From an optimization exercise on the open Yosys and OpenROAD flow, aimed at small area and a short achievable clock period; shortcuts taken in it are not production practice.
RTL that was checked went through simulation tests only; none was proved equivalent to the original.
Function not checked in runs 1 to 4: the RTL went through the layout flow alone.
Power figures rest on the tool's default switching activity, not on a simulated workload.

## flow/design.v

```verilog
module ahblite_interconnect
    (
    clk        ,
    rst        ,
    haddr_i    ,
    hwrite_i   ,
    htrans_i   ,
    hsize_i    ,
    hburst_i   ,
    hwdata_i   ,
    hmastlock_i,
    hprot_i    ,
    hreadyout_o,
    hresp_o    ,
    hrdata_o   ,
    hsel_o     ,
    haddr_o    ,
    hwrite_o   ,
    htrans_o   ,
    hsize_o    ,
    hburst_o   ,
    hwdata_o   ,
    hready_o   ,
    hmastlock_o,
    hprot_o    ,
    hreadyout_i,
    hresp_i    ,
    hrdata_i
    );
parameter AHB_AW  = 32;
parameter AHB_DW  = 32;
parameter SLV_NUM = 8;
parameter MST_NUM = 4;
input logic                              clk;
input logic                              rst;
input logic [MST_NUM-1:0][AHB_AW-1:0]    haddr_i;
input logic [MST_NUM-1:0]                hwrite_i;
input logic [MST_NUM-1:0][1:0]           htrans_i;
input logic [MST_NUM-1:0][2:0]           hsize_i;
input logic [MST_NUM-1:0][2:0]           hburst_i;
input logic [MST_NUM-1:0][3:0]           hprot_i;
input logic [MST_NUM-1:0][AHB_DW-1:0]    hwdata_i;
input logic [MST_NUM-1:0]                hmastlock_i;
output logic [MST_NUM-1:0]               hreadyout_o;
output logic [MST_NUM-1:0]               hresp_o;
output logic [MST_NUM-1:0][AHB_DW-1:0]   hrdata_o;
output logic [SLV_NUM-1:0]               hsel_o;
output logic [SLV_NUM-1:0][AHB_AW-1:0]   haddr_o;
output logic [SLV_NUM-1:0]               hwrite_o;
output logic [SLV_NUM-1:0][1:0]          htrans_o;
output logic [SLV_NUM-1:0][2:0]          hsize_o;
output logic [SLV_NUM-1:0][2:0]          hburst_o;
output logic [SLV_NUM-1:0][3:0]          hprot_o;
output logic [SLV_NUM-1:0][AHB_DW-1:0]   hwdata_o;
output logic [SLV_NUM-1:0]               hready_o;
output logic [SLV_NUM-1:0]               hmastlock_o;
input logic [SLV_NUM-1:0]                hreadyout_i;
input logic [SLV_NUM-1:0]                hresp_i;
input logic [SLV_NUM-1:0][AHB_DW-1:0]    hrdata_i;
logic [MST_NUM-1:0][AHB_AW-1:0]          m_addr;
logic [MST_NUM-1:0][AHB_DW-1:0]          m_wdata;
logic [MST_NUM-1:0]                      m_write;
logic [MST_NUM-1:0]                      m_lock;
logic [MST_NUM-1:0][1:0]                 m_trans;
logic [MST_NUM-1:0][2:0]                 m_size;
logic [MST_NUM-1:0][2:0]                 m_burst;
logic [MST_NUM-1:0][3:0]                 m_prot;
logic [MST_NUM-1:0][SLV_NUM-1:0]         req;        
logic [SLV_NUM-1:0]                      st_arb;     
logic [SLV_NUM-1:0]                      st_acc;     
logic [SLV_NUM-1:0]                      st_arb_1;   
logic [SLV_NUM-1:0][1:0]                 cur_mst;
logic [SLV_NUM-1:0][4:0]                 burst_cnt;
logic [SLV_NUM-1:0][AHB_AW-1:0]          gen_haddr;
logic [SLV_NUM-1:0][MST_NUM-1:0]         grant;      
logic [MST_NUM-1:0][SLV_NUM-1:0]         s_req;      
logic [MST_NUM-1:0]                      non_seq;
logic [SLV_NUM-1:0]                      slv_hready;
logic [SLV_NUM-1:0]                      clr_cnt;
genvar m, s;
generate
for (m = 0; m < MST_NUM; m = m + 1) begin : g_mst
    logic [SLV_NUM-1:0] gm;         
    logic [SLV_NUM-1:0] first;      
    logic [SLV_NUM-1:0] rdy_term;
    logic [AHB_DW-1:0]  rdata;
    logic               resp;
    for (s = 0; s < SLV_NUM; s = s + 1) begin : g_gm
        assign gm[s] = grant[s][m];
        if (s == 0) begin : g_f0
            assign first[s] = gm[s];
        end else begin : g_fn
            assign first[s] = gm[s] & ~(|gm[s-1:0]);
        end
        assign rdy_term[s] = first[s] & hreadyout_i[s] & (m_write[m] | ~st_arb_1[s]);
        assign s_req[m][s] = req[m][s] |
                             ((haddr_i[m][31:16] == s) & non_seq[m]);
    end
    assign hreadyout_o[m] = (|rdy_term) | ~((|gm) | (|req[m]));
    assign non_seq[m]     = (htrans_i[m] == 2'b10) & hreadyout_o[m];
    always_comb begin
        rdata = '0;
        resp  = 1'b0;
        for (int i = 0; i < SLV_NUM; i++) begin
            rdata = rdata | ({AHB_DW{gm[i]}} & hrdata_i[i]);
            resp  = resp  | (gm[i] & hresp_i[i]);
        end
    end
    assign hrdata_o[m] = rdata;
    assign hresp_o[m]  = resp;
    always_ff @(posedge clk) begin
        if (rst)
            req[m] <= '0;
        else
            req[m] <= s_req[m] & ~gm;
    end
    always_ff @(posedge clk) begin
        if (hreadyout_o[m]) begin
            m_addr[m]  <= haddr_i[m];
            m_wdata[m] <= hwdata_i[m];
            m_write[m] <= hwrite_i[m];
            m_lock[m]  <= hmastlock_i[m];
            m_trans[m] <= htrans_i[m];
            m_size[m]  <= hsize_i[m];
            m_burst[m] <= hburst_i[m];
            m_prot[m]  <= hprot_i[m];
        end
    end
end
endgenerate
generate
for (s = 0; s < SLV_NUM; s = s + 1) begin : g_slv
    logic [MST_NUM-1:0] gs;
    logic [MST_NUM-1:0] r;
    logic [1:0]         rr_mst;
    logic [2:0]         btype;
    logic               cnt_eq;
    logic               has_req;
    logic [AHB_AW-1:0]  maddr;
    logic               hwr;
    logic [1:0]         htr;
    logic [2:0]         hsz;
    logic               hml;
    logic [3:0]         hpr;
    logic [AHB_DW-1:0]  hwd;
    logic [AHB_AW-1:0]  addr;
    for (m = 0; m < MST_NUM; m = m + 1) begin : g_gs
        assign gs[m] = st_acc[s] & (cur_mst[s] == m);
        assign grant[s][m] = gs[m];
        assign r[m] = s_req[m][s];
    end
    always_comb begin
        maddr = '0; hwr = 1'b0; htr = '0; hsz = '0; hml = 1'b0; hpr = '0;
        hwd = '0; btype = '0;
        for (int i = 0; i < MST_NUM; i++) begin
            maddr = maddr | ({AHB_AW{gs[i]}} & m_addr[i]);
            hwd   = hwd   | ({AHB_DW{gs[i]}} & m_wdata[i]);
            hwr   = hwr   | (gs[i] & m_write[i]);
            hml   = hml   | (gs[i] & m_lock[i]);
            htr   = htr   | ({2{gs[i]}} & m_trans[i]);
            hsz   = hsz   | ({3{gs[i]}} & m_size[i]);
            btype = btype | ({3{gs[i]}} & m_burst[i]);
            hpr   = hpr   | ({4{gs[i]}} & m_prot[i]);
        end
    end
    always_comb begin
        case (cur_mst[s])
        2'd0:    rr_mst = r[1] ? 2'd1 : r[2] ? 2'd2 : r[3] ? 2'd3 : 2'd0;
        2'd1:    rr_mst = r[2] ? 2'd2 : r[3] ? 2'd3 : r[0] ? 2'd0 : 2'd1;
        2'd2:    rr_mst = r[3] ? 2'd3 : r[0] ? 2'd0 : r[1] ? 2'd1 : 2'd2;
        default: rr_mst = r[0] ? 2'd0 : r[1] ? 2'd1 : r[2] ? 2'd2 : 2'd3;
        endcase
    end
    always_comb begin
        case (btype)
        3'b000:         cnt_eq = (burst_cnt[s] == 5'd1);
        3'b001:         cnt_eq = (burst_cnt[s] == 5'd0);
        3'b010, 3'b011: cnt_eq = (burst_cnt[s] == 5'd4);
        3'b100, 3'b101: cnt_eq = (burst_cnt[s] == 5'd8);
        default:        cnt_eq = (burst_cnt[s] == 5'd16);
        endcase
    end
    assign has_req       = |r;
    assign slv_hready[s] = |(gs & hreadyout_o);
    assign clr_cnt[s]    = cnt_eq & slv_hready[s];
    assign addr = st_arb_1[s] ? maddr : gen_haddr[s];
    always_ff @(posedge clk) begin
        if (rst) begin
            st_arb[s]    <= 1'b0;
            st_acc[s]    <= 1'b0;
            st_arb_1[s]  <= 1'b0;
            cur_mst[s]   <= 2'd0;
            burst_cnt[s] <= 5'd0;
        end else begin
            st_arb[s]   <= has_req & ((~st_arb[s] & ~st_acc[s]) | (st_acc[s] & clr_cnt[s]));
            st_acc[s]   <= st_arb[s] | (st_acc[s] & ~clr_cnt[s]);
            st_arb_1[s] <= st_arb[s];
            if (st_arb[s])
                cur_mst[s] <= rr_mst;
            if (clr_cnt[s])
                burst_cnt[s] <= 5'd0;
            else if (slv_hready[s])
                burst_cnt[s] <= burst_cnt[s] + 5'd1;
        end
    end
    always_ff @(posedge clk) begin
        if (rst | ~hready_o[s])
            gen_haddr[s] <= '0;
        else
            gen_haddr[s] <= addr + 32'd4;
    end
    assign hsel_o[s]      = st_arb[s] | st_acc[s];
    assign hready_o[s]    = hreadyout_i[s] & st_acc[s];
    assign haddr_o[s]     = addr;
    assign hwrite_o[s]    = hwr;
    assign htrans_o[s]    = htr;
    assign hsize_o[s]     = hsz;
    assign hburst_o[s]    = btype;
    assign hwdata_o[s]    = hwd;
    assign hmastlock_o[s] = hml;
    assign hprot_o[s]     = hpr;
end
endgenerate
endmodule
```

## flow/constraint.sdc

```tcl
create_clock -name core_clock -period 5.5 [get_ports {clk}]
set_input_delay 1.1000 -clock core_clock [delete_from_list [all_inputs] [get_ports {clk}]]
set_output_delay 1.1000 -clock core_clock [all_outputs]
set_load 0.01 [all_outputs]
```

## flow/config.mk

```make
export PLATFORM = sky130hd
export DESIGN_NAME = ahblite_interconnect
export DESIGN_NICKNAME = ahblite_interconnect
export VERILOG_FILES = /design/flow/design.v
export SDC_FILE = /design/flow/constraint.sdc
export NUM_CORES = 4
export LEC_CHECK = 0
export ABC_CLOCK_PERIOD_IN_PS = 3000
export CAP_MARGIN = 20
export CORE_MARGIN = 2
export CORE_UTILIZATION = 50
export SETUP_SLACK_MARGIN = 2.5
export SLEW_MARGIN = 20
```

## flow/standard.sh

```bash
#!/bin/bash
# synth_recipe.tcl (not shown) runs the flow's synth.tcl, then flattens the netlist and writes it again
# the make line also repeats each setting of config.mk as NAME=value (left out here)
make -C /OpenROAD-flow-scripts/flow DESIGN_CONFIG=/design/flow/config.mk WORK_HOME=/design/flow/orfs CLKGATE_MAP_FILE= SYNTH_SCRIPT=/design/flow/synth_recipe.tcl "${@:-finish}"
```

## flow/flow/run.sh

```bash
#!/bin/bash
set -euo pipefail
bash standard.sh "BUFFER_PORTS_ARGS=-buffer_cell sky130_fd_sc_hd__buf_1" finish > flow_make.log 2>&1
```

==> summary.md, run 1 <==
| Metric | Value |
|---|---|
| Starting density of the core | 0.5050 |
| Yosys cell types | 104 |
| Post-synth ARST share | 0 |
| Status | did not finish |
| Post-synth EDFFs | 312 |
| Synth Flop Type | dfxtp_1 |
| Cell count after synthesis | approximately 5.5k |
| FP Rows | 117 |
| #FFs+latches synth | slightly below 700 |
| Register area share after synthesis | 0.3253 |
| Top cell type's share of synthesized area | 0.1821 |
| Synth Area per Inst | a little over 9 µm² |
| Error message | [ERROR PPL-0024] Number of IO pins (1362) exceeds maximum number of available positions (1172). Increase the die perimeter from 1299.12um to 1852.32um. |
| Synth Net Count | 6146 |
| Overall die height | about 320 µm |
| Synth area leaders | edfxtp_1 (18%), dfxtp_1 (14%), a22oi_1 (14%) |
| Cell Area, Synth | slightly above 50000 µm² |
| Stage reached | 3_2_place_iop |
| Yosys top cell by area | edfxtp_1 |
| Die Wd | about 320 µm |
| Syn. warnings | 1 |
## kinds of logic after synthesis
group | Yosys count | synth area share
and+or+nand+nor | 1582 | 0.1592
muxes | 291 | 0.1199
adders and majority gates | 24 | 0.005836
buffers and inverters | 877 | 0.07082
DFF | 680 | 0.3253
AOI/OAI and AO/OA | 1901 | 0.2881
xor gates and xnor gates | 181 | 0.03081
## synth_stat cells (22+ instances only)
cell / number
a21oi_1: 133
a221o_1: 139
a221oi_1: 72
a22o_1: 289
a22oi_1: 928
a31o_2: 22
and2_1: 55
and3_1: 62
buf_1: 103
buf_2: 50
buf_4: 43
clkbuf_1: 426
clkbuf_2: 54
dfxtp_1: 368
edfxtp_1: 312
ha_1: 24
inv_1: 191
mux2i_1: 27
mux4_2: 260
nand2_1: 374
nand2b_1: 24
nand3_1: 151
nand4_1: 137
nor2_1: 337
nor2b_1: 82
nor3_1: 100
nor3b_1: 38
nor4_1: 52
o21ai_0: 93
or3_1: 32
xnor2_1: 134
xor2_1: 47
==> inputs of run 2 (changes only) <==
==> flow/run.sh (new file) <==
#!/bin/bash
# synth_recipe.tcl (not shown) runs the flow's synth.tcl, then flattens the netlist and writes it again
# the make line also repeats each setting of config.mk as NAME=value (left out here)
make -C /OpenROAD-flow-scripts/flow DESIGN_CONFIG=/design/flow/config.mk WORK_HOME=/design/flow/orfs CLKGATE_MAP_FILE= SYNTH_SCRIPT=/design/flow/synth_recipe.tcl finish
removed: flow/flow/run.sh
removed: flow/standard.sh
==> run 2 against run 1 <==
  * The run again fails in 3_2_place_iop
  * Synthesized area unchanged
  * Synthesized cell count unchanged
==> summary.md, run 2 <==
| Metric | Value |
|---|---|
| Status | did not finish |
| Stage reached | 3_2_place_iop |
| Error message | [ERROR PPL-0024] Number of IO pins (1362) exceeds maximum number of available positions (1172). Increase the die perimeter from 1299.12um to 1852.32um. |
| Top cell type's share of synthesized area | 0.1821 |
| Yosys top cell by area | edfxtp_1 |
| Yosys cell types | roughly 100 |
| Top-count cell post-synth | a22oi_1 |
| Synth area leaders | edfxtp_1 (18%), dfxtp_1 (14%), a22oi_1 (14%) |
| Synth Net Count | just over 6k |
| Cell count after synthesis | 5536 |
| Post-synth ARST share | 0 |
| Overall die height | approximately 320 µm |
| FP Rows | ~120 |
| Cell Area, Synth | around 50000 µm² |
| Syn. warnings | 1 |
| #FFs+latches synth | 680 |
| Synth Flop Type | dfxtp_1 |
| Die Wd | between 300 and 400 µm |
| Register area share after synthesis | 0.3253 |
| Starting density of the core | 0.5050 |
| Synth Area per Inst | ~9.3 µm² |
| Post-synth EDFFs | about 310 |
| Commonest cells post-synth | a22oi_1 (928), clkbuf_1 (426), nand2_1 (374), dfxtp_1 (368), nor2_1 (337) |
[run 2: cells by family after synthesis]
kind of cell,synth area share
fa+ha+maj,0.005836
simple gates,0.1592
mux,0.1199
xor+xnor,0.03081
compound gates,0.2881
buf+inv,0.07082
flops,0.3253
==> inputs of run 3 (changes only) <==
--- a/flow/config.mk
+++ b/flow/config.mk
@@ -7,7 +7,7 @@
 export LEC_CHECK = 0
 export ABC_CLOCK_PERIOD_IN_PS = 3000
 export CAP_MARGIN = 20
-export CORE_MARGIN = 2
-export CORE_UTILIZATION = 50
+export CORE_AREA = 5 5 385 385
+export DIE_AREA = 0 0 390 390
 export SETUP_SLACK_MARGIN = 2.5
 export SLEW_MARGIN = 20
==> run 3 against run 2 <==
  * The flow stops in 5_1_grt
  * Synthesized cell count did not move
  * Synthesized area unchanged
==> summary.md, run 3 <==
| Metric | Value |
|---|---|
| Status | did not finish |
| Stage reached | 5_1_grt |
| Error message | [ERROR GRT-0232] Routing congestion too high. Check the congestion heatmap in the GUI. |
| Register area share after synthesis | 0.3253 |
| CTS hold repair buffers | 0 |
| Post-synth ARST share | 0 |
| CTS sink count | a little under 700 |
| FP Rows | approximately 140 |
| Htree depth | 3 |
| Largest net degree at the start of global routing | 54 |
| Cell count after synthesis | 5536 |
| Starting density of the core | 0.3586 |
| Syn. warnings | 1 |
| Synth Flop Type | dfxtp_1 |
| I/O Pins | 1362 |
| Hpwl dp | 323600 µm |
| Synth Net Count | between 6k and 7k |
| Placed cell area | 66940 µm² |
| GRT Util Overall | 0.7434 |
| Top-count cell post-synth | a22oi_1 |
| Cell Area, Synth | ~51000 µm² |
| Global route total overflow | 1 |
| PortBufs | ~1.4k |
| Overall die height | 390 µm |
| Clock Root Buffer | clkbuf_16 |
| #FFs+latches synth | about 700 |
| Commonest cells post-synth | a22oi_1 (928), clkbuf_1 (426), nand2_1 (374), dfxtp_1 (368), nor2_1 (337) |
| Maximum clock path buffer count | 3 |
| Post-synth EDFFs | 312 |
| Yosys cell types | 104 |
| Top cell type's share of synthesized area | 0.1821 |
| Final GP Congestion | roughly 1.1 |
| Yosys top cell by area | edfxtp_1 |
| Synth area leaders | edfxtp_1 (18%), dfxtp_1 (14%), a22oi_1 (14%) |
| Synth Area per Inst | around 9.3 µm² |
| Die Wd | ~400 µm |
| Num CTS Buffers | between 80 and 90 |
[run 3: through the flow]
stage,utilization,setup slack (ns),instances
2_1_floorplan,-,2.147,5536
3_3_place_gp,0.4664,0.7342,8327
3_5_place_dp,0.4666,0.7193,8328
4_1_cts,0.6427,1.535,9929
[run 3: repair_timing]
action,4_1_cts
gates resized for setup,5317
endpoints found under the hold margin,0
endpoints found under the setup margin,1366
setup buffers,1268
cloned,171
pin swaps,667
[run 3: power groups by stage]
stage	clock (mW)	combinational, mW	sequential, mW
after floorplan	0	0.352	5.60
after global placement	0	0.954	6.06
after detailed placement	0	0.946	6.06
after CTS	6.45	1.19	5.86
[run 3: logic make-up after synthesis]
| logic type | Yosys count | share of synthesized area |
|---|---|---|
| compound gates | 1901 | 0.2881 |
| simple gates | 1582 | 0.1592 |
| buf+inv | 877 | 0.07082 |
| flops | 680 | 0.3253 |
| mux | 291 | 0.1199 |
| xor+xnor | 181 | 0.03081 |
| fa+ha+maj | 24 | 0.005836 |
[run 3: how the worst max path moves through the flow]
stage | startpoint | to | slack, ns | cells after the start
2_1_floorplan | hreadyout_i[3] | hreadyout_o[2] | 2.15 | 6
3_3_place_gp | hreadyout_i[4] | hreadyout_o[1] | 0.73 | 6
3_5_place_dp | hreadyout_i[6] | hreadyout_o[0] | 0.72 | 6
4_1_cts | cur_mst[4] | hreadyout_o[2] | 1.53 | 6
[run 3: layer usage]
layer	track usage	overflow
met2	0.9037	1
met5	0.3008	0
met1	0.7342	0
met3	0.6138	0
met4	0.7296	0
==> inputs of run 4 (changes only) <==
==> flow/flow/run.sh (new file) <==
#!/bin/bash
set -euo pipefail
bash standard.sh "BUFFER_PORTS_ARGS=-buffer_cell sky130_fd_sc_hd__buf_1" finish > flow_make.log 2>&1
==> flow/standard.sh (new file) <==
#!/bin/bash
# synth_recipe.tcl (not shown) runs the flow's synth.tcl, then flattens the netlist and writes it again
# the make line also repeats each setting of config.mk as NAME=value (left out here)
make -C /OpenROAD-flow-scripts/flow DESIGN_CONFIG=/design/flow/config.mk WORK_HOME=/design/flow/orfs CLKGATE_MAP_FILE= SYNTH_SCRIPT=/design/flow/synth_recipe.tcl "${@:-finish}"
removed: flow/run.sh
==> run 4 against run 3 <==
  * The run again fails in 5_1_grt
  * Synthesized area did not move
  * Synthesized cell count is the same
==> summary.md, run 4 <==
| Metric | Value |
|---|---|
| Status | did not finish |
| Stage reached | 5_1_grt |
| Error message | [ERROR GRT-0232] Routing congestion too high. Check the congestion heatmap in the GUI. |
| Synth Area per Inst | 9.294 µm² |
| CTS sink count | 680 |
| Yosys cell types | ~100 |
| Yosys top cell by area | edfxtp_1 |
| Clock Root Buffer | clkbuf_16 |
| Final GP Congestion | 1.086 |
| Commonest cells post-synth | a22oi_1 (928), clkbuf_1 (426), nand2_1 (374), dfxtp_1 (368), nor2_1 (337) |
| Synth Flop Type | dfxtp_1 |
| FP Rows | about 140 |
| Syn. warnings | 1 |
| Overall die height | 390 µm |
| Starting density of the core | 0.3586 |
| PortBufs | between 1k and 1.5k |
| Cell total after placement | slightly above 8k |
| Synth area leaders | edfxtp_1 (18%), dfxtp_1 (14%), a22oi_1 (14%) |
| Maximum clock path buffer count | 3 |
| Post-synth ARST share | 0 |
| Num CTS Buffers | 83 |
| #FFs+latches synth | around 700 |
| I/O Pins | approximately 1.4k |
| Register area share after synthesis | 0.3253 |
| GRT Util Overall | 0.7667 |
| Die Wd | 390 µm |
| Top-count cell post-synth | a22oi_1 |
| Hpwl dp | between 300000 and 400000 µm |
| Synth Net Count | 6146 |
| Cell count after synthesis | around 5.5k |
| Largest net degree at the start of global routing | 57 |
| Top cell type's share of synthesized area | 0.1821 |
| Global route total overflow | 31 |
| Htree depth | 3 |
| Cell Area, Synth | around 51000 µm² |
| Post-synth EDFFs | around 310 |
[run 4: per-layer routing]
layer / GRT usage / overflow
met1: 0.7492 / 0
met2: 0.9105 / 18
met3: 0.6542 / 0
met4: 0.7734 / 13
met5: 0.3576 / 0
[run 4: how the worst min path moves through the flow]
stage / from / endpoint / slack, ns / cells past startpoint
after floorplan: burst_cnt[11] / burst_cnt[11] / 0.46 / 2
after global placement: burst_cnt[11] / burst_cnt[11] / 0.47 / 2
after CTS: burst_cnt[11] / burst_cnt[11] / 0.50 / 2
after detailed placement: burst_cnt[11] / burst_cnt[11] / 0.49 / 2
[run 4: power by group through the flow]
stage	sequential [mW]	combinational, mW	clock [mW]
CTS	5.84	0.955	5.80
detailed placement	6.05	0.676	0
global placement	6.05	0.684	0
floorplan	5.60	0.352	0
[run 4: metrics by stage]
step                      setup WS, ns  instance area [µm²]  hold slack [ns]
after floorplan                  2.147                51910           0.4619
after global placement           1.029                58000           0.4728
after detailed placement         1.161                58050           0.4859
after CTS                        1.596                89420           0.4964
[run 4: cells by family after synthesis]
family | synth area share
compound gates | 0.2881
simple gates | 0.1592
buf+inv | 0.07082
flops | 0.3253
mux | 0.1199
xor+xnor | 0.03081
fa+ha+maj | 0.005836
[run 4: repair_timing]
item                                     CTS
gates cloned                             244
buffers inserted                        1200
resized for setup                       3297
hold endpoints to repair                   0
hold buffers                               0
endpoints found under the setup margin  1358
pin swaps                                808
==> inputs of run 5 (changes only) <==
--- a/flow/design.v
+++ b/flow/design.v
@@ -70,9 +70,9 @@
 logic [SLV_NUM-1:0]                      st_acc;     
 logic [SLV_NUM-1:0]                      st_arb_1;   
 logic [SLV_NUM-1:0][1:0]                 cur_mst;
+logic [SLV_NUM-1:0][MST_NUM-1:0]         grant;      
 logic [SLV_NUM-1:0][4:0]                 burst_cnt;
 logic [SLV_NUM-1:0][AHB_AW-1:0]          gen_haddr;
-logic [SLV_NUM-1:0][MST_NUM-1:0]         grant;      
 logic [MST_NUM-1:0][SLV_NUM-1:0]         s_req;      
 logic [MST_NUM-1:0]                      non_seq;
 logic [SLV_NUM-1:0]                      slv_hready;
@@ -144,16 +144,17 @@
     logic [3:0]         hpr;
     logic [AHB_DW-1:0]  hwd;
     logic [AHB_AW-1:0]  addr;
+    logic [MST_NUM-1:0] gs1;        
     for (m = 0; m < MST_NUM; m = m + 1) begin : g_gs
-        assign gs[m] = st_acc[s] & (cur_mst[s] == m);
-        assign grant[s][m] = gs[m];
         assign r[m] = s_req[m][s];
     end
+    assign gs  = grant[s];
+    assign gs1 = gs & {MST_NUM{st_arb_1[s]}};
     always_comb begin
         maddr = '0; hwr = 1'b0; htr = '0; hsz = '0; hml = 1'b0; hpr = '0;
         hwd = '0; btype = '0;
         for (int i = 0; i < MST_NUM; i++) begin
-            maddr = maddr | ({AHB_AW{gs[i]}} & m_addr[i]);
+            maddr = maddr | ({AHB_AW{gs1[i]}} & m_addr[i]);
             hwd   = hwd   | ({AHB_DW{gs[i]}} & m_wdata[i]);
             hwr   = hwr   | (gs[i] & m_write[i]);
             hml   = hml   | (gs[i] & m_lock[i]);
@@ -183,13 +184,14 @@
     assign has_req       = |r;
     assign slv_hready[s] = |(gs & hreadyout_o);
     assign clr_cnt[s]    = cnt_eq & slv_hready[s];
-    assign addr = st_arb_1[s] ? maddr : gen_haddr[s];
+    assign addr = maddr | gen_haddr[s];
     always_ff @(posedge clk) begin
         if (rst) begin
             st_arb[s]    <= 1'b0;
             st_acc[s]    <= 1'b0;
             st_arb_1[s]  <= 1'b0;
             cur_mst[s]   <= 2'd0;
+            grant[s]     <= '0;
             burst_cnt[s] <= 5'd0;
         end else begin
             st_arb[s]   <= has_req & ((~st_arb[s] & ~st_acc[s]) | (st_acc[s] & clr_cnt[s]));
@@ -197,6 +199,10 @@
             st_arb_1[s] <= st_arb[s];
             if (st_arb[s])
                 cur_mst[s] <= rr_mst;
+            if (st_arb[s])
+                grant[s] <= 4'b0001 << rr_mst;
+            else if (clr_cnt[s])
+                grant[s] <= '0;
             if (clr_cnt[s])
                 burst_cnt[s] <= 5'd0;
             else if (slv_hready[s])
==> flow/config.mk (replaced) <==
export PLATFORM = sky130hd
export DESIGN_NAME = ahblite_interconnect
export DESIGN_NICKNAME = ahblite_interconnect
export VERILOG_FILES = /design/flow/design.v
export SDC_FILE = /design/flow/constraint.sdc
export NUM_CORES = 4
export LEC_CHECK = 0
export ABC_CLOCK_PERIOD_IN_PS = 3500
export CAP_MARGIN = 20
export CORE_AREA = 5 5 415 415
export DIE_AREA = 0 0 420 420
export SETUP_SLACK_MARGIN = 1.2
export SLEW_MARGIN = 20
export TNS_END_PERCENT = 5
==> run 5 against run 4 <==
  * Now clean on timing, DRC and antenna
  * Synthesized cell count grew 10%
  * Synthesized area shrank 3.4%
==> summary.md, run 5 <==
| Metric | Value |
|---|---|
| Overall die height | approximately 420 µm |
| Peak VDD IR | 0.3293 mV |
| Hpwl dp | roughly 270000 µm |
| Synth Area per Inst | 8.137 µm² |
| FP Rows | 150 |
| DR pass1 iterations | 13 |
| Detailed router's first-iteration violation count | around 13k |
| Met2 GRT Util | 0.5638 |
| Setup_tns | 0 ns |
| Max-cap check violation count | 0 |
| Commonest non-fill, non-tap cells in the layout | a22oi_1 (1438), buf_1 (1354), nand2_1 (672), dfxtp_1 (365), nor2_1 (328) |
| GRT met1 Usage | 0.4470 |
| Critical-path maximum fanout | 41 |
| Cell count after synthesis | about 6.1k |
| Setup crit start | grant[6] |
| CTS sink count | between 700 and 800 |
| Post-route ant nets | 0 |
| Final-report hold violation count | 0 |
| Synth area leaders | a22oi_1 (22%), edfxtp_1 (19%), dfxtp_1 (16%) |
| Status | no timing/DRC/antenna violations |
| Slowest cell on crit path | buf_1 |
| Tightest Pin Transition | ~1.1 ns |
| Final clock period utilization by the worst path | 0.8314 |
| Crit. End Element | primary output |
| Slew HR | 0.2288 |
| Yosys cell types | 96 |
| Cell Area, Synth | slightly below 50000 µm² |
| DRC viols | 0 |
| I/O Pins | around 1.4k |
| Fmax | 0.2187 GHz |
| Syn. warnings | 1 |
| Most used routing layer | met2 |
| Biggest register | gen_haddr |
| Post-synth ARST share | 0 |
| Nature of the critical path startpoint | register |
| Slowest stage delay, CP | between 0.8 and 0.9 ns |
| Final period demand of the worst path | about 4.6 ns |
| CTS tree | done |
| Worst clock skew | between 0.07 and 0.08 ns |
| Maximum clock path buffer count | 3 |
| Nets | between 7k and 8k |
| Critical Path Most Common Cell | buf_4 |
| Yosys top cell by area | a22oi_1 |
| Vias after detailed routing | approximately 63k |
| Die area | roughly 180000 µm² |
| RSZ-0062 raised after global routing | yes |
| Core ar. | roughly 170000 µm² |
| Critical Path AT | between 3 and 4 ns |
| Setup violations, final | 0 |
| CP required | between 4 and 5 ns |
| Antenna violations before repair | about 80 |
| Post-synth EDFFs | 312 |
| Register area share after synthesis | 0.3495 |
| Leak | 20.29 nW |
| Vias in the first global route | 57.94k |
| Largest net degree at the start of global routing | 85 |
| Global route total overflow | 0 |
| Synth Net Count | between 6k and 7k |
| Commonest cells post-synth | a22oi_1 (1438), nand2_1 (672), clkbuf_1 (493), dfxtp_1 (400), nor2_1 (328) |
| CTS hold repair buffers | 0 |
| #FFs+latches synth | around 710 |
| Clk Latency, worst-skew pair | ~0.75 ns |
| Num CTS Buffers | 89 |
| WS Path Type | register to primary output |
| WL/cell | ~40 µm |
| Crit-path cells | buf_4 > buf_4 > a22oi_1 > nand2_1 > buf_1 |
| Htree depth | 3 |
| GRT Util Overall | 0.3900 |
| Top-count cell post-synth | a22oi_1 |
| Max FFs per register | 256 |
| Final GP Congestion | 1.004 |
| Biggest regs | gen_haddr: 256 flops, m_addr: 128 flops, m_wdata: 128 flops |
| Final Routed Wirelength | 369200 µm |
| CTS clk-pin slew, worst paths | about 0.06 ns |
| Commonest non-fill, non-tap cell in the layout | a22oi_1 |
| First-pass GRT wire length | approximately 500000 µm |
| Vias per cell | around 7 |
| Area growth syn-to-layout | 18.44% |
| Starting density of the core | 0.2974 |
| Fin. max-slew vios | 0 |
| Top cell type's share of synthesized area | 0.2171 |
| Worst r2r src | grant[4] |
| Fillers | about 18k |
| Clock Root Buffer | clkbuf_16 |
| PortBufs | 1361 |
| Hold Startpoint | st_acc[0] |
| Worst Hold Class | register to register |
| Met3 global-route usage | 0.1521 |
| Die Wd | between 400 and 500 µm |
| Layout cell share with drive strength beyond 1 | 0.06119 |
| Worst hold slack | between 0.4 and 0.5 ns |
| Power Dens Cells | roughly 220 nW/µm² |
| Synth Flop Type | dfxtp_1 |
[run 5: layout make-up]
cell class	count	area, µm²	share of cell area
Antenna cell	41	102.6	0.001742
Sequential cell	712	17500	0.2972
Clock inverter	49	599.3	0.01018
Timing Repair Buffer	1501	6424	0.1091
Clock buffer	117	2435	0.04134
Multi-Input combinational cell	4379	28370	0.4817
Tap cell	2204	2758	0.04682
Inverter	188	705.7	0.01198
[run 5: what timing repair did]
item | in CTS | in global routing
gates cloned | 2 | 0
pin swaps | 2 | 0
setup endpoints to repair | 69 | 59
gates resized for setup | 8 | 10
setup buffers | 3 | 2
[run 5: metal layers]
metal,up-vias,part of all wire
met3,1833,0.14
met4,40,0.11
met5,-,0.00074
met1,30393,0.33
met2,6378,0.41
li1,24834,-
[run 5: through the flow]
stage	worst slack, ns	area (µm²)	instances	utilization	power (mW)
after global placement	1.046	55610	8977	0.3325	6.586
after floorplan	1.181	49730	6111	-	6.050
after detailed placement	0.9873	55610	8977	0.3325	6.592
after CTS	0.9905	58720	9148	0.3511	12.83
after global routing	1.000	58870	9182	0.3520	13.08
final	0.9270	58890	9191	0.3522	12.88
[run 5: where the power goes]
part           total (mW)  internal [mW]  switching (mW)
logic               0.458          0.127           0.331
clock network        6.32           3.57            2.75
registers            6.10           5.63           0.470
total                12.9           9.33            3.55
[run 5: final timing paths]
path / endpoint / slack (ns) / depth (start not counted)
max: hwdata_o[41] / 0.93 / 5
min: st_arb[0] / 0.48 / 2
max reg2reg: gen_haddr[58] / 1.24 / 11
min reg2reg: st_arb[0] / 0.48 / 2
[run 5: worst max-delay path: cells and delay by family, from the launching register on]
family | cells | cell delay [ns]
simple gates | 1 | 0.24
buf+inv | 3 | 1.85
flops | 1 | 0.35
compound gates | 1 | 0.19
[run 5: logic make-up (layout without fill, tap and decap cells)]
family                   count (synthesis)  after routing  share of synthesized area
multiplexers                            19             19                   0.003925
XOR/XNOR                               192            192                    0.03382
AO/OA/AOI/OAI                         2320           2320                     0.3491
buffers and inverters                 1022           1855                    0.08158
AND/OR/NAND/NOR                       1822           1824                     0.1761
other                                    0             41                          0
adder cells (fa/ha/maj)                 24             24                   0.006039
flip-flops                             712            712                     0.3495
==> inputs of run 6 (changes only) <==
--- a/flow/config.mk
+++ b/flow/config.mk
@@ -9,6 +9,5 @@
 export CAP_MARGIN = 20
 export CORE_AREA = 5 5 415 415
 export DIE_AREA = 0 0 420 420
-export SETUP_SLACK_MARGIN = 1.2
+export SETUP_SLACK_MARGIN = 1.8
 export SLEW_MARGIN = 20
-export TNS_END_PERCENT = 5
==> run 6 against run 5 <==
  * Flip-flop and latch count unchanged
  * Worst hold slack better by 0.023 ns
  * Largest power group unchanged
  * Synthesized cell count unchanged
  * Largest cell class unchanged
  * Global-route usage up 2.2 points
  * Critical path type unchanged
  * Fmax up 20%
==> summary.md, run 6 <==
| Metric | Value |
|---|---|
| Syn. warnings | 1 |
| Vias in the first global route | a little under 60k |
| R2R depth | 10 |
| CTS sink count | a little over 700 |
| Global route total overflow | 0 |
| Crit-path cells | inv_1 > o211ai_1 > a311oi_4 > or3_4 > buf_6 |
| Maximum clock path buffer count | 3 |
| Antenna violations before repair | between 80 and 90 |
| Register area share after synthesis | 0.3495 |
| Yosys cell types | 96 |
| Fin. max-slew vios | 0 |
| Commonest cells post-synth | a22oi_1 (1438), nand2_1 (672), clkbuf_1 (493), dfxtp_1 (400), nor2_1 (328) |
| Status | no timing/DRC/antenna violations |
| Num CTS Buffers | between 80 and 90 |
| Commonest non-fill, non-tap cells in the layout | a22oi_1 (1437), buf_1 (1283), nand2_1 (670), dfxtp_1 (363), nor2_1 (328) |
| Leak | 21.63 nW |
| Htree depth | 3 |
| Placement Setup Slack | about 0.96 ns |
| Slowest stage delay, CP | between 0.5 and 0.6 ns |
| DR pass1 iterations | 10 |
| CTS clk-pin slew, worst paths | roughly 0.060 ns |
| Slew HR | 0.3151 |
| Setup crit start | st_arb_1[7] |
| Max-cap check violation count | 0 |
| Final period demand of the worst path | approximately 3.8 ns |
| Setup violations, final | 0 |
| Crit-path leading delay family | buffers and inverters |
| RSZ-0062 raised after global routing | yes |
| Synth Net Count | about 6.7k |
| Fmax | 0.2617 GHz |
| Nature of the critical path startpoint | register |
| Yosys top cell by area | a22oi_1 |
| Post-route ant nets | 0 |
| Vias after detailed routing | between 60k and 70k |
| CP required | around 4.4 ns |
| Final Routed Wirelength | about 390000 µm |
| Clock Root Buffer | clkbuf_16 |
| Hold Startpoint | burst_cnt[36] |
| Hold worst-path end | burst_cnt[36] |
| Tightest Pin Transition | roughly 1.0 ns |
| Hold Crit Depth | 2 |
| WL/cell | 41.53 µm |
| Synth Flop Type | dfxtp_1 |
| Fin worst setup slack | approximately 1.7 ns |
| DRC viols | 0 |
| Area growth syn-to-layout | 23.39% |
| Hpwl dp | between 200000 and 300000 µm |
| Critical-path maximum fanout | 12 |
| Biggest regs | gen_haddr: 256 flops, m_addr: 128 flops, m_wdata: 128 flops |
| Die area | between 150000 and 200000 µm² |
| Clk Latency, worst-skew pair | between 0.7 and 0.8 ns |
| PortBufs | about 1.4k |
| CTS tree | done |
| #FFs+latches synth | roughly 710 |
| Vias per cell | between 6 and 7 |
| Max FFs per register | between 200 and 300 |
| Top cell type's share of synthesized area | 0.2171 |
| Biggest register | gen_haddr |
| Largest net degree at the start of global routing | 79 |
| Crit. End Element | primary output |
| Power Dens Cells | 210.0 nW/µm² |
| Flop2flop setup slack | ~1.9 ns |
| Die Wd | between 400 and 500 µm |
| I/O Pins | 1362 |
| Slowest cell on crit path | inv_1 |
| WS Path Type | register to primary output |
| CP Buf/Inv Count | 2 |
| Cell Area, Synth | around 50000 µm² |
| Fillers | approximately 17k |
| Post-synth EDFFs | between 300 and 400 |
| FP Rows | 150 |
| Peak VDD IR | around 0.24 mV |
| Worst r2r src | grant[19] |
| Synth area leaders | a22oi_1 (22%), edfxtp_1 (19%), dfxtp_1 (16%) |
| GRT Util Overall | 0.4117 |
| Starting density of the core | 0.2974 |
| Final GP Congestion | 1.027 |
| Worst Hold Class | register to register |
| Nets | 7606 |
| Cell count after synthesis | between 6k and 7k |
| Detailed router's first-iteration violation count | ~13k |
| Worst clock skew | just under 0.07 ns |
| Synth Area per Inst | roughly 8.1 µm² |
| Commonest non-fill, non-tap cell in the layout | a22oi_1 |
| Final clock period utilization by the worst path | 0.6947 |
| Critical Path AT | 2.72 ns |
| Top-count cell post-synth | a22oi_1 |
| Overall die height | ~420 µm |
| Setup_tns | 0 ns |
| Layout cell share with drive strength beyond 1 | 0.09605 |
| Core ar. | ~170000 µm² |
| RR Endpoint | grant[29] |
| Worst hold slack | about 0.5 ns |
| First-pass GRT wire length | about 510000 µm |
| Final core occ | 0.3669 |
| Final-report hold violation count | 0 |
| Post-synth ARST share | 0 |
[run 6: cell counts after synthesis]
No cell type changed its count.
[run 6: repair_timing]
action	in CTS	in global routing
buffers inserted	86	37
pin swaps	16	16
gates cloned	11	2
resized for setup	257	81
hold buffers	0	0
endpoints found under the setup margin	805	142
[run 6: worst reg2reg max path, cell delays in order, from the launching register on]
cell and delay, ns:
dfxtp_4 0.62, buf_6 0.43, or3_4 0.23, a311oi_4 0.04, or3_4 0.45, buf_4 0.29
a41oi_1 0.59, nor2b_1 0.11, o31a_1 0.28, or2_2 0.29, o2bb2ai_1 0.13
[run 6: through the flow]
step           std cells  area [µm²]  total power, mW
2_1_floorplan       6111       49750            6.050
3_3_place_gp        8973       55530            6.573
3_5_place_dp        8973       55530            6.579
4_1_cts             9234       60550            12.81
5_1_grt             9308       61300            13.07
6_report            9330       61360            12.89
[run 6: per-layer routing]
layer  vias to the layer above  global-route usage  part of all wire
met2                      6929              0.5935              0.40
met3                      2004              0.1866              0.15
met4                        54              0.3465              0.11
li1                      25139                   -                 -
met5                         -             0.01778            0.0020
met1                     30806              0.4606              0.33
[run 6: logic make-up (layout without fill, tap and decap cells)]
group                    Yosys count  count (layout)  share of synthesized area
AO/OA/AOI/OAI                   2320            2321                     0.3491
adder cells (fa/ha/maj)           24              24                   0.006039
XOR/XNOR                         192             192                    0.03382
AND/OR/NAND/NOR                 1822            1824                     0.1761
other                              0              57                          0
flip-flops                       712             712                     0.3495
multiplexers                      19              19                   0.003925
buffers and inverters           1022            1977                    0.08158
[run 6: layout make-up]
class,count,area (µm²),area share
Multi-Input combinational cell,4380,28670,0.4673
Sequential cell,712,17510,0.2854
Timing Repair Buffer,1625,8528,0.1390
Tap cell,2204,2758,0.04495
Clock buffer,113,2421,0.03946
Inverter,188,708.2,0.01154
Clock inverter,51,613.1,0.009992
Antenna cell,57,142.6,0.002325
[run 6: how the worst max path moves through the flow]
| stage | endpoint | slack, ns | depth (start not counted) |
|---|---|---|---|
| 2_1_floorplan | hreadyout_o[3] | 1.84 | 5 |
| 3_3_place_gp | hreadyout_o[3] | 1.05 | 6 |
| 3_5_place_dp | hreadyout_o[3] | 0.96 | 6 |
| 4_1_cts | hreadyout_o[2] | 1.57 | 5 |
| 5_1_grt | hreadyout_o[2] | 1.66 | 5 |
| 6_report | hreadyout_o[3] | 1.68 | 5 |
[run 6: power breakdown]
group / switching, mW / internal [mW]
registers: 0.435 / 5.63
logic: 0.357 / 0.146
clock network: 2.72 / 3.61
==> inputs of run 7 (changes only) <==
--- a/flow/design.v
+++ b/flow/design.v
@@ -66,38 +66,45 @@
 logic [MST_NUM-1:0][2:0]                 m_burst;
 logic [MST_NUM-1:0][3:0]                 m_prot;
 logic [MST_NUM-1:0][SLV_NUM-1:0]         req;        
+logic [MST_NUM-1:0][SLV_NUM-1:0]         rdy_sel;
 logic [SLV_NUM-1:0]                      st_arb;     
 logic [SLV_NUM-1:0]                      st_acc;     
-logic [SLV_NUM-1:0]                      st_arb_1;   
 logic [SLV_NUM-1:0][1:0]                 cur_mst;
 logic [SLV_NUM-1:0][MST_NUM-1:0]         grant;      
+logic [SLV_NUM-1:0][MST_NUM-1:0]         grant1;     
 logic [SLV_NUM-1:0][4:0]                 burst_cnt;
 logic [SLV_NUM-1:0][AHB_AW-1:0]          gen_haddr;
 logic [MST_NUM-1:0][SLV_NUM-1:0]         s_req;      
 logic [MST_NUM-1:0]                      non_seq;
 logic [SLV_NUM-1:0]                      slv_hready;
 logic [SLV_NUM-1:0]                      clr_cnt;
+logic [SLV_NUM-1:0][MST_NUM-1:0]         nxt_grant;
+logic [SLV_NUM-1:0][MST_NUM-1:0]         nxt_grant1;
 genvar m, s;
 generate
 for (m = 0; m < MST_NUM; m = m + 1) begin : g_mst
     logic [SLV_NUM-1:0] gm;         
-    logic [SLV_NUM-1:0] first;      
-    logic [SLV_NUM-1:0] rdy_term;
+    logic [SLV_NUM-1:0] ngm;        
+    logic [SLV_NUM-1:0] nfirst;     
+    logic [SLV_NUM-1:0] nxt_req;
+    logic               nxt_write;
     logic [AHB_DW-1:0]  rdata;
     logic               resp;
     for (s = 0; s < SLV_NUM; s = s + 1) begin : g_gm
-        assign gm[s] = grant[s][m];
+        assign gm[s]  = grant[s][m];
+        assign ngm[s] = nxt_grant[s][m];
         if (s == 0) begin : g_f0
-            assign first[s] = gm[s];
+            assign nfirst[s] = ngm[s];
         end else begin : g_fn
-            assign first[s] = gm[s] & ~(|gm[s-1:0]);
-        end
-        assign rdy_term[s] = first[s] & hreadyout_i[s] & (m_write[m] | ~st_arb_1[s]);
+            assign nfirst[s] = ngm[s] & ~(|ngm[s-1:0]);
+        end
         assign s_req[m][s] = req[m][s] |
                              ((haddr_i[m][31:16] == s) & non_seq[m]);
     end
-    assign hreadyout_o[m] = (|rdy_term) | ~((|gm) | (|req[m]));
+    assign hreadyout_o[m] = (|(rdy_sel[m] & hreadyout_i)) | ~((|gm) | (|req[m]));
     assign non_seq[m]     = (htrans_i[m] == 2'b10) & hreadyout_o[m];
+    assign nxt_req        = s_req[m] & ~gm;
+    assign nxt_write      = hreadyout_o[m] ? hwrite_i[m] : m_write[m];
     always_comb begin
         rdata = '0;
         resp  = 1'b0;
@@ -109,10 +116,13 @@
     assign hrdata_o[m] = rdata;
     assign hresp_o[m]  = resp;
     always_ff @(posedge clk) begin
-        if (rst)
-            req[m] <= '0;
-        else
-            req[m] <= s_req[m] & ~gm;
+        if (rst) begin
+            req[m]      <= '0;
+            rdy_sel[m]  <= '0;
+        end else begin
+            req[m]      <= nxt_req;
+            rdy_sel[m]  <= nfirst & ({SLV_NUM{nxt_write}} | ~st_arb);
+        end
     end
     always_ff @(posedge clk) begin
         if (hreadyout_o[m]) begin
@@ -133,6 +143,7 @@
     logic [MST_NUM-1:0] gs;
     logic [MST_NUM-1:0] r;
     logic [1:0]         rr_mst;
+    logic [MST_NUM-1:0] rr_dec;
     logic [2:0]         btype;
     logic               cnt_eq;
     logic               has_req;
@@ -144,17 +155,15 @@
     logic [3:0]         hpr;
     logic [AHB_DW-1:0]  hwd;
     logic [AHB_AW-1:0]  addr;
-    logic [MST_NUM-1:0] gs1;        
     for (m = 0; m < MST_NUM; m = m + 1) begin : g_gs
         assign r[m] = s_req[m][s];
     end
-    assign gs  = grant[s];
-    assign gs1 = gs & {MST_NUM{st_arb_1[s]}};
+    assign gs = grant[s];
     always_comb begin
         maddr = '0; hwr = 1'b0; htr = '0; hsz = '0; hml = 1'b0; hpr = '0;
         hwd = '0; btype = '0;
         for (int i = 0; i < MST_NUM; i++) begin
-            maddr = maddr | ({AHB_AW{gs1[i]}} & m_addr[i]);
+            maddr = maddr | ({AHB_AW{grant1[s][i]}} & m_addr[i]);
             hwd   = hwd   | ({AHB_DW{gs[i]}} & m_wdata[i]);
             hwr   = hwr   | (gs[i] & m_write[i]);
             hml   = hml   | (gs[i] & m_lock[i]);
@@ -172,6 +181,7 @@
         default: rr_mst = r[0] ? 2'd0 : r[1] ? 2'd1 : r[2] ? 2'd2 : 2'd3;
         endcase
     end
+    assign rr_dec = 4'b0001 << rr_mst;
     always_comb begin
         case (btype)
         3'b000:         cnt_eq = (burst_cnt[s] == 5'd1);
@@ -184,25 +194,24 @@
     assign has_req       = |r;
     assign slv_hready[s] = |(gs & hreadyout_o);
     assign clr_cnt[s]    = cnt_eq & slv_hready[s];
+    assign nxt_grant[s]  = rst        ? '0 :
+                           st_arb[s]  ? rr_dec :
+                           clr_cnt[s] ? '0 : gs;
+    assign nxt_grant1[s] = (rst | ~st_arb[s]) ? '0 : rr_dec;
     assign addr = maddr | gen_haddr[s];
     always_ff @(posedge clk) begin
+        grant[s]  <= nxt_grant[s];
+        grant1[s] <= nxt_grant1[s];
         if (rst) begin
             st_arb[s]    <= 1'b0;
             st_acc[s]    <= 1'b0;
-            st_arb_1[s]  <= 1'b0;
             cur_mst[s]   <= 2'd0;
-            grant[s]     <= '0;
             burst_cnt[s] <= 5'd0;
         end else begin
             st_arb[s]   <= has_req & ((~st_arb[s] & ~st_acc[s]) | (st_acc[s] & clr_cnt[s]));
             st_acc[s]   <= st_arb[s] | (st_acc[s] & ~clr_cnt[s]);
-            st_arb_1[s] <= st_arb[s];
             if (st_arb[s])
                 cur_mst[s] <= rr_mst;
-            if (st_arb[s])
-                grant[s] <= 4'b0001 << rr_mst;
-            else if (clr_cnt[s])
-                grant[s] <= '0;
             if (clr_cnt[s])
                 burst_cnt[s] <= 5'd0;
             else if (slv_hready[s])
--- a/flow/config.mk
+++ b/flow/config.mk
@@ -8,6 +8,8 @@
 export ABC_CLOCK_PERIOD_IN_PS = 3500
 export CAP_MARGIN = 20
 export CORE_AREA = 5 5 415 415
+export CTS_CLUSTER_DIAMETER = 150
+export CTS_CLUSTER_SIZE = 20
 export DIE_AREA = 0 0 420 420
 export SETUP_SLACK_MARGIN = 1.8
 export SLEW_MARGIN = 20
==> run 7 against run 6 <==
  * Still clean on timing, DRC and antenna
  * Clock skew up 0.037 ns
  * Global-route usage down 0.75 points
  * Die area stayed put
  * Combinational power decreased by 4%
  * Fmax down 0.19%
  * Cell count down 1.0%
  * Critical endpoint is now hrdata_o[29]
  * Largest power group is now registers
  * Highest routed layer unchanged
==> summary.md, run 7 <==
| Metric | Value |
|---|---|
| Final Cell Area | ~60000 µm² |
| Commonest non-fill, non-tap cells in the layout | buf_1 (1329), a22oi_1 (1261), nand2_1 (749), dfxtp_1 (417), a21oi_1 (387) |
| Clock Root Buffer | clkbuf_16 |
| Synth Net Count | roughly 6.5k |
| Post-synth EDFFs | 308 |
| WS Path Type | register to primary output |
| I/O Pins | between 1k and 1.5k |
| Final GP Congestion | 1.057 |
| Area growth syn-to-layout | 21.95% |
| Fin. max-slew vios | 0 |
| Crit. End Element | primary output |
| DRC viols | 0 |
| Setup_tns | 0 ns |
| Sw frac | 0.2845 |
| Top-count cell post-synth | a22oi_1 |
| CTS clk-pin slew, worst paths | ~0.1 ns |
| Core ar. | approximately 170000 µm² |
| Tot Pwr | around 11 mW |
| Register area share after synthesis | 0.3734 |
| Nets | approximately 7.5k |
| Worst r2r src | grant1[30] |
| Layout cell share with drive strength beyond 1 | 0.08605 |
| Vias per cell | about 7.0 |
| Maximum clock path buffer count | 3 |
| R2R depth | 11 |
| Overall die height | 420 µm |
| Cell count after synthesis | 5932 |
| Setup violations, final | 0 |
| GRT Util Overall | 0.4043 |
| CTS sink count | 768 |
| Max FFs per register | approximately 260 |
| Biggest register | gen_haddr |
| Pint | 7.799 mW |
| Post-synth ARST share | 0 |
| Status | no timing/DRC/antenna violations |
| PortBufs | 1361 |
| DR pass1 iterations | 14 |
| Starting density of the core | 0.2956 |
| Switching power | around 3.1 mW |
| WL/cell | just over 40 µm |
| Hpwl dp | approximately 270000 µm |
| CTS tree | done |
| Fmax | roughly 0.26 GHz |
| #FFs+latches synth | between 700 and 800 |
| Placed cell area | between 50000 and 60000 µm² |
| Leak | between 20 and 25 nW |
| Nature of the critical path startpoint | register |
| Antenna violations before repair | 150 |
| Max-cap check violation count | 0 |
| Seq pwr share | 0.592 |
| Cell total after placement | 8899 |
| Die Wd | approximately 420 µm |
| RR Endpoint | gen_haddr[254] |
| Final-report hold violation count | 0 |
| Synth Area per Inst | approximately 8.3 µm² |
| Synth Flop Type | dfxtp_1 |
| Vias after detailed routing | 64.51k |
| Power Dens Cells | about 180 nW/µm² |
| Critical Path AT | around 2.7 ns |
| Largest net degree at the start of global routing | 60 |
| Gate power share | 0.044 |
| Fillers | about 18k |
| Final Routed Wirelength | approximately 380000 µm |
| Clk Latency, worst-skew pair | between 0.7 and 0.8 ns |
| Worst clock skew | approximately 0.10 ns |
| Detailed router's first-iteration violation count | approximately 15k |
| Final period demand of the worst path | ~3.8 ns |
| Commonest cells post-synth | a22oi_1 (1274), nand2_1 (753), clkbuf_1 (501), dfxtp_1 (460), a21oi_1 (393) |
| Final clock period utilization by the worst path | 0.6960 |
| Synth area leaders | a22oi_1 (19%), edfxtp_1 (19%), dfxtp_1 (19%) |
| Slew HR | 0.4459 |
| Hold Startpoint | gen_haddr[128] |
| Syn. warnings | 1 |
| FP Rows | 150 |
| Biggest regs | gen_haddr: 256 flops, m_addr: 128 flops, m_wdata: 128 flops |
| Vias in the first global route | 57.77k |
| Commonest non-fill, non-tap cell in the layout | buf_1 |
| Global route total overflow | 0 |
| Die area | roughly 180000 µm² |
| Top cell type's share of synthesized area | 0.1935 |
| Worst hold slack | slightly above 0.5 ns |
| CP required | 4.40 ns |
| Worst Hold Class | register to register |
| Hold Crit Depth | 2 |
| Tightest Pin Transition | around 0.83 ns |
| CTS hold repair buffers | 0 |
| First-pass GRT wire length | around 500000 µm |
| Flop2flop setup slack | ~1.9 ns |
| Num CTS Buffers | 46 |
| Cell Area, Synth | between 40000 and 50000 µm² |
| RSZ-0062 raised after global routing | yes |
| Htree depth | 2 |
| Critical-path maximum fanout | slightly above 40 |
| Peak VDD IR | between 0.2 and 0.3 mV |
| Hold worst-path end | gen_haddr[128] |
| Post-route ant nets | 0 |
| Yosys cell types | 98 |
| Clock power share | 0.364 |
| Post-Layout Cell Count | approximately 9.2k |
| Yosys top cell by area | a22oi_1 |
run 7: cell types whose count changed in the layout (fill, tap and decap cells not counted), moves of 67 or more:
cell | previous run | this run
nand3_1 | 133 | 62
nand2_1 | 670 | 749
a22oi_1 | 1437 | 1261
inv_1 | 185 | 98
a222oi_1 | 23 | 257
a21oi_1 | 177 | 387
buf_4 | 159 | 226
a22o_1 | 172 | 30
run 7: area by class of cell:
type,count,area [µm²],area share
Timing Repair inverter,1,8.758,0.0001453
Inverter,101,391.6,0.006497
Sequential cell,768,18590,0.3084
Clock buffer,76,1264,0.02096
Tap cell,2204,2758,0.04575
Multi-Input combinational cell,4287,28100,0.4662
Timing Repair Buffer,1685,8773,0.1455
Clock inverter,8,126.4,0.002096
Antenna cell,106,265.3,0.004400
run 7: how the worst max path moves through the flow:
stage / start / endpoint / slack (ns) / depth (start not counted)
final: grant[20] / hrdata_o[29] / 1.67 / 4
after global routing: grant[0] / rdy_sel[31] / 1.76 / 13
after CTS: grant[0] / hreadyout_o[0] / 1.80 / 7
after detailed placement: haddr_i[122] / rdy_sel[15] / 0.34 / 12
after global placement: haddr_i[122] / rdy_sel[13] / 0.43 / 12
after floorplan: hreadyout_i[6] / rdy_sel[12] / 1.82 / 9
run 7: logic make-up after synthesis:
| group | count (synthesis) | share of synthesized area |
|---|---|---|
| compound gates | 2272 | 0.3412 |
| xor+xnor | 176 | 0.03118 |
| fa+ha+maj | 24 | 0.006075 |
| buf+inv | 878 | 0.06956 |
| flops | 768 | 0.3734 |
| mux | 8 | 0.001671 |
| simple gates | 1806 | 0.1769 |
run 7: layer usage:
metal	GRT usage	vias to the layer above	wire length (µm)
li1	-	25111	-
met1	0.4568	30625	127000
met2	0.5985	6772	158800
met3	0.1668	1939	56830
met5	0.04112	-	731
met4	0.3165	64	39640
run 7: power by group through the flow:
stage	Clock (mW)	Combinational, mW	Sequential (mW)
floorplan	0	0.297	6.18
global placement	0	0.399	6.56
detailed placement	0	0.405	6.56
CTS	3.99	0.422	6.43
global route	4.20	0.490	6.44
finish	3.97	0.485	6.45
run 7: critical path, stage by stage, from the launching register on:
cell and delay [ns]:
dfxtp_4 0.42, buf_8 0.22, a22oi_1 0.26, nand4_1 0.61, buf_2 0.38
run 7: metrics by stage:
step             util  setup slack, ns
3_5_place_dp   0.3340           0.3376
5_1_grt        0.3601            1.758
6_report       0.3605            1.672
2_1_floorplan       -            1.822
3_3_place_gp   0.3340           0.4333
4_1_cts        0.3544            1.797
run 7: timing repair:
action                                  4_1_cts  5_1_grt
gates resized for setup                     184       77
buffers inserted                             95       43
pin swaps                                    11       21
cloned                                        8        1
endpoints found under the setup margin      431       57
==> inputs of run 8 (changes only) <==
--- a/flow/config.mk
+++ b/flow/config.mk
@@ -11,5 +11,5 @@
 export CTS_CLUSTER_DIAMETER = 150
 export CTS_CLUSTER_SIZE = 20
 export DIE_AREA = 0 0 420 420
-export SETUP_SLACK_MARGIN = 1.8
+export SETUP_SLACK_MARGIN = 1.95
 export SLEW_MARGIN = 20
==> run 8 against run 7 <==
  * Highest routed layer unchanged
  * Critical path depth is the same
  * Flip-flop and latch count is the same
  * Combinational power grew 17%
  * Cell area grew 5.7%
  * Synthesized area is the same
  * Fmax is essentially flat
==> summary.md, run 8 <==
| Metric | Value |
|---|---|
| Tightest Pin Transition | roughly 1.0 ns |
| Top cell type's share of synthesized area | 0.1935 |
| Cell total after placement | between 8k and 9k |
| Final Routed Wirelength | 410300 µm |
| Fin. max-slew vios | 0 |
| Fillers | 17.29k |
| Fmax | about 0.26 GHz |
| Slowest stage delay, CP | ~0.48 ns |
| Worst Hold Class | input port to register |
| Largest net degree at the start of global routing | 56 |
| Final GP Congestion | around 1.0 |
| CTS hold repair buffers | 0 |
| Biggest regs | gen_haddr: 256 flops, m_addr: 128 flops, m_wdata: 128 flops |
| Detailed router's first-iteration violation count | 15.75k |
| CTS clk-pin slew, worst paths | around 0.11 ns |
| Nature of the critical path startpoint | register |
| Synth Net Count | roughly 6.5k |
| Starting density of the core | 0.2956 |
| Crit. End Element | primary output |
| Die Wd | about 420 µm |
| Fin worst setup slack | between 1.5 and 2 ns |
| Critical Path AT | ~2.7 ns |
| WL/cell | between 40 and 50 µm |
| Crit-path leading delay family | buffers and inverters |
| Yosys top cell by area | a22oi_1 |
| PortBufs | 1361 |
| RSZ-0062 raised after global routing | yes |
| Slowest cell on crit path | nand4_1 |
| Synth Flop Type | dfxtp_1 |
| Post-synth ARST share | 0 |
| Final Cell Area | between 60000 and 70000 µm² |
| Worst clock skew | 0.07926 ns |
| Commonest non-fill, non-tap cell in the layout | buf_1 |
| Cell count after synthesis | between 5k and 6k |
| Setup_tns | 0 ns |
| Core ar. | around 170000 µm² |
| Status | no timing/DRC/antenna violations |
| First-pass GRT wire length | 523700 µm |
| Crit-path cells | buf_12 > a22oi_1 > nand4_1 > buf_6 |
| Max FFs per register | 256 |
| Layout cell share with drive strength beyond 1 | 0.1268 |
| Final clock period utilization by the worst path | 0.6956 |
| Antenna violations before repair | about 130 |
| Final period demand of the worst path | 3.826 ns |
| Placement Setup Slack | 0.4917 ns |
| Vias after detailed routing | 67.02k |
| Setup violations, final | 0 |
| Synth area leaders | a22oi_1 (19%), edfxtp_1 (19%), dfxtp_1 (19%) |
| Post-synth EDFFs | between 300 and 400 |
| Nets | approximately 7.7k |
| Commonest cells post-synth | a22oi_1 (1274), nand2_1 (753), clkbuf_1 (501), dfxtp_1 (460), a21oi_1 (393) |
| Slew HR | 0.3054 |
| Clk Latency, worst-skew pair | approximately 0.76 ns |
| GRT Util Overall | 0.4276 |
| Area growth syn-to-layout | 28.91% |
| Global route total overflow | 0 |
| Power Dens Cells | ~170 nW/µm² |
| Yosys cell types | slightly below 100 |
| Num CTS Buffers | 46 |
| Maximum clock path buffer count | 3 |
| FP Rows | 150 |
| Post-Layout Cell Count | 9468 |
| DR pass1 iterations | 20 |
| CP Buf/Inv Count | 2 |
| Register area share after synthesis | 0.3734 |
| Critical-path maximum fanout | 55 |
| WS Path Type | register to primary output |
| Commonest non-fill, non-tap cells in the layout | buf_1 (1296), a22oi_1 (1220), nand2_1 (748), dfxtp_1 (413), a21oi_1 (384) |
| Final-report hold violation count | 0 |
| Top-count cell post-synth | a22oi_1 |
| Htree depth | 2 |
| CP required | around 4.4 ns |
| Overall die height | 420 µm |
| Leak | about 23 nW |
| Clock Root Buffer | clkbuf_16 |
| Die area | between 150000 and 200000 µm² |
| Peak VDD IR | approximately 0.26 mV |
| Vias in the first global route | just under 60k |
| Synth Area per Inst | between 8 and 9 µm² |
| Cell Area, Synth | 49430 µm² |
| Syn. warnings | 1 |
| Biggest register | gen_haddr |
| CTS sink count | between 700 and 800 |
| Max-cap check violation count | 0 |
| Post-route ant nets | 0 |
| Placed cell area | 55690 µm² |
| Vias per cell | ~7 |
| DRC viols | 0 |
| Hpwl dp | between 200000 and 300000 µm |
| CTS tree | done |
| #FFs+latches synth | between 700 and 800 |
| I/O Pins | 1362 |
==> run 8: cell counts after synthesis <==
No cell type changed its count.
==> run 8: cells by family (layout without fill, tap and decap cells) <==
family | count (synthesis) | after routing | synth area share
xor gates and xnor gates | 176 | 176 | 0.03118
other | 0 | 126 | 0
adders and majority gates | 24 | 24 | 0.006075
AOI/OAI and AO/OA | 2272 | 2272 | 0.3412
and+or+nand+nor | 1806 | 1809 | 0.1769
muxes | 8 | 8 | 0.001671
buffers and inverters | 878 | 2081 | 0.06956
DFF | 768 | 768 | 0.3734
==> run 8: per-layer routing <==
metal,vias to the layer above,share of wire,track usage
met5,-,0.0019,0.04751
met4,52,0.11,0.3572
met3,2195,0.15,0.1911
met2,7241,0.41,0.6257
met1,31944,0.32,0.4710
li1,25591,-,-
==> run 8: worst paths after layout <==
kind	from	end	slack [ns]	depth (start not counted)
worst max-delay path	grant[16]	hrdata_o[17]	1.67	4
worst min-delay path	hburst_i[7]	m_burst[7]	0.51	1
worst min register to register	gen_haddr[192]	gen_haddr[192]	0.52	2
worst max register to register	m_burst[9]	rdy_sel[7]	1.95	9
==> run 8: per-stage QoR <==
stage / utilization / total power, mW / hold WS [ns]
after floorplan: - / 6.475 / 0.4619
after global placement: 0.3330 / 6.967 / 0.4847
after detailed placement: 0.3330 / 6.973 / 0.4929
after CTS: 0.3669 / 10.87 / 0.4901
after global routing: 0.3802 / 11.16 / 0.4914
final: 0.3810 / 10.98 / 0.5055
==> run 8: where the power goes <==
part	internal, mW	total [mW]	leakage, nW	switching, mW
logic	0.174	0.567	15.6	0.393
clock network	1.62	4.00	0.650	2.38
registers	6.02	6.41	7.00	0.397
==> run 8: cell type report <==
class	instances	area (µm²)	share of cell area
tap	2204	2758	0.04328
clock buffer	76	1264	0.01983
timing repair buffer	1896	11820	0.1855
inverter	101	391.6	0.006146
antenna	126	315.3	0.004948
clock inverter	7	105.1	0.001649
sequential	768	18620	0.2922
timing repair inverter	1	8.758	0.0001375
multi-input combinational	4289	28440	0.4463
==> run 8: repair_timing <==
action                                  in CTS  in global routing
gates cloned                                28                 10
setup buffers                              223                121
pin swaps                                   31                 56
resized for setup                          286                190
endpoints found under the setup margin     649                129
==> inputs of run 9 (changes only) <==
--- a/flow/config.mk
+++ b/flow/config.mk
@@ -7,9 +7,9 @@
 export LEC_CHECK = 0
 export ABC_CLOCK_PERIOD_IN_PS = 3500
 export CAP_MARGIN = 20
-export CORE_AREA = 5 5 415 415
+export CORE_AREA = 5 5 385 385
 export CTS_CLUSTER_DIAMETER = 150
 export CTS_CLUSTER_SIZE = 20
-export DIE_AREA = 0 0 420 420
-export SETUP_SLACK_MARGIN = 1.95
+export DIE_AREA = 0 0 390 390
+export SETUP_SLACK_MARGIN = 1.8
 export SLEW_MARGIN = 20
==> run 9 against run 8 <==
  * Die area decreased by 14%
  * Power is 1.9% lower
  * First-iteration DRC count is 14% lower
  * Flip-flop and latch count unchanged
  * Via count decreased by 4.9%
  * Clock skew rose by 0.0018 ns
  * Register-to-register slack worse by 0.09 ns
  * Global-route usage is 2.1 points higher
  * Clock-buffer cell count increased by 1
  * Critical path type unchanged
  * Critical endpoint is now hwdata_o[98]
  * Highest routed layer unchanged
==> summary.md, run 9 <==
| Metric | Value |
|---|---|
| CTS sink count | approximately 770 |
| Synth Flop Type | dfxtp_1 |
| Worst hold slack | slightly above 0.5 ns |
| RSZ-0062 raised after global routing | yes |
| Max-cap check violation count | 0 |
| Final core occ | 0.4082 |
| Overall die height | around 400 µm |
| Worst Hold Class | register to register |
| Die area | around 150000 µm² |
| CTS clk-pin slew, worst paths | approximately 0.1 ns |
| Nature of the critical path startpoint | register |
| Die Wd | around 390 µm |
| Starting density of the core | 0.3445 |
| Core ar. | about 140000 µm² |
| Num CTS Buffers | 44 |
| Final GP Congestion | 1.038 |
| Status | no timing/DRC/antenna violations |
| Synth Area per Inst | 8.333 µm² |
| Max FFs per register | between 200 and 300 |
| Clk Latency, worst-skew pair | between 0.7 and 0.8 ns |
| Power Dens Cells | approximately 180 nW/µm² |
| Fin. max-slew vios | 0 |
| #FFs+latches synth | around 770 |
| Vias in the first global route | around 58k |
| Vias per cell | between 7 and 8 |
| Top-count cell post-synth | a22oi_1 |
| Final-report hold violation count | 0 |
| Maximum clock path buffer count | 3 |
| Register area share after synthesis | 0.3734 |
| CTS hold repair buffers | 0 |
| Tot Pwr | about 11 mW |
| Final clock period utilization by the worst path | 0.6915 |
| CP required | about 4.4 ns |
| Biggest register | gen_haddr |
| Top cell type's share of synthesized area | 0.1935 |
| Hpwl dp | roughly 260000 µm |
| Critical Path AT | roughly 2.7 ns |
| Crit. End Element | primary output |
| PortBufs | ~1.4k |
| Fin worst setup slack | approximately 1.7 ns |
| GRT Util Overall | 0.4489 |
| Biggest regs | gen_haddr: 256 flops, m_addr: 128 flops, m_wdata: 128 flops |
| Layout cell share with drive strength beyond 1 | 0.07710 |
| WS Path Type | register to primary output |
| WL/cell | around 42 µm |
| Detailed router's first-iteration violation count | between 10k and 15k |
| Commonest cells post-synth | a22oi_1 (1274), nand2_1 (753), clkbuf_1 (501), dfxtp_1 (460), a21oi_1 (393) |
| Nets | around 7.4k |
| Setup violations, final | 0 |
| Leak | between 20 and 25 nW |
| Final period demand of the worst path | about 3.8 ns |
| CTS tree | done |
| FP Rows | approximately 140 |
| Final Routed Wirelength | around 370000 µm |
| Antenna violations before repair | 73 |
| Yosys top cell by area | a22oi_1 |
| DR WL met3 | around 61000 µm |
| Area occupied by multi-input gates | 27960 µm² |
| Synth area leaders | a22oi_1 (19%), edfxtp_1 (19%), dfxtp_1 (19%) |
| Fmax | ~0.26 GHz |
| Slew HR | 0.3459 |
| DRC viols | 0 |
| I/O Pins | between 1k and 1.5k |
| Critical-path maximum fanout | 40 |
| Largest net degree at the start of global routing | 50 |
| Setup_tns | 0 ns |
| Post-synth EDFFs | roughly 310 |
| Cell count after synthesis | between 5k and 6k |
| Synth Net Count | between 6k and 7k |
| Peak VDD IR | 0.3524 mV |
| Syn. warnings | 1 |
-- run 9: cells by family after synthesis --
family	count (synthesis)	synth area share
XOR/XNOR	176	0.03118
AO/OA/AOI/OAI	2272	0.3412
flip-flops	768	0.3734
buffers and inverters	878	0.06956
multiplexers	8	0.001671
AND/OR/NAND/NOR	1806	0.1769
adder cells (fa/ha/maj)	24	0.006075
-- run 9: cell type report --
cell class / instances / area share
clock inverter: 4 / 0.001026
multi-input combinational: 4288 / 0.4774
tap: 1903 / 0.04066
timing repair buffer: 1623 / 0.1338
inverter: 101 / 0.006559
sequential: 768 / 0.3175
antenna: 37 / 0.001581
clock buffer: 77 / 0.02145
-- run 9: power breakdown --
group | switching (mW) | leakage [nW] | internal (mW) | total [mW]
logic | 0.333 | 13.4 | 0.139 | 0.472
clock network | 2.28 | 0.625 | 1.58 | 3.86
registers | 0.421 | 7.00 | 6.02 | 6.44
-- run 9: stage by stage --
stage | std cells | cell area, µm²
finish | 8801 | 58560
global route | 8786 | 58530
CTS | 8734 | 57930
detailed placement | 8601 | 55420
global placement | 8601 | 55420
floorplan | 5932 | 49490
-- run 9: path summary, 6_finish.rpt --
path | cells after the start | slack [ns] | endpoint | from
hold reg to reg | 2 | 0.51 | st_acc[1] | st_acc[1]
setup / recovery | 4 | 1.70 | hwdata_o[98] | grant[14]
hold / removal | 2 | 0.51 | st_acc[1] | st_acc[1]
setup reg to reg | 11 | 1.86 | gen_haddr[62] | grant1[6]
-- run 9: repair_timing --
action,in CTS,in global routing
setup endpoints to repair,442,60
setup buffers,50,30
gates cloned,2,0
gates resized for setup,156,59
pin swaps,11,9
-- run 9: critical path, cell delays in order, from the launching register on --
cell	delay [ns]
dfxtp_4	0.43
buf_4	0.64
a22oi_1	0.21
nand2_1	0.29
buf_2	0.39
-- run 9: layer usage --
layer	vias to the layer above	GRT usage
li1	24879	-
met1	30287	0.5237
met2	6783	0.6358
met5	-	0.01499
met3	1740	0.2000
met4	44	0.3540

Setup slack of run 9, layout unchanged: 1.696 ns with ideal ports, 1.610 ns with driving cells assumed (clock clkbuf_16, inputs buf_2), 1.139 ns with port delays also shifted by the 0.775 ns mid clock arrival.
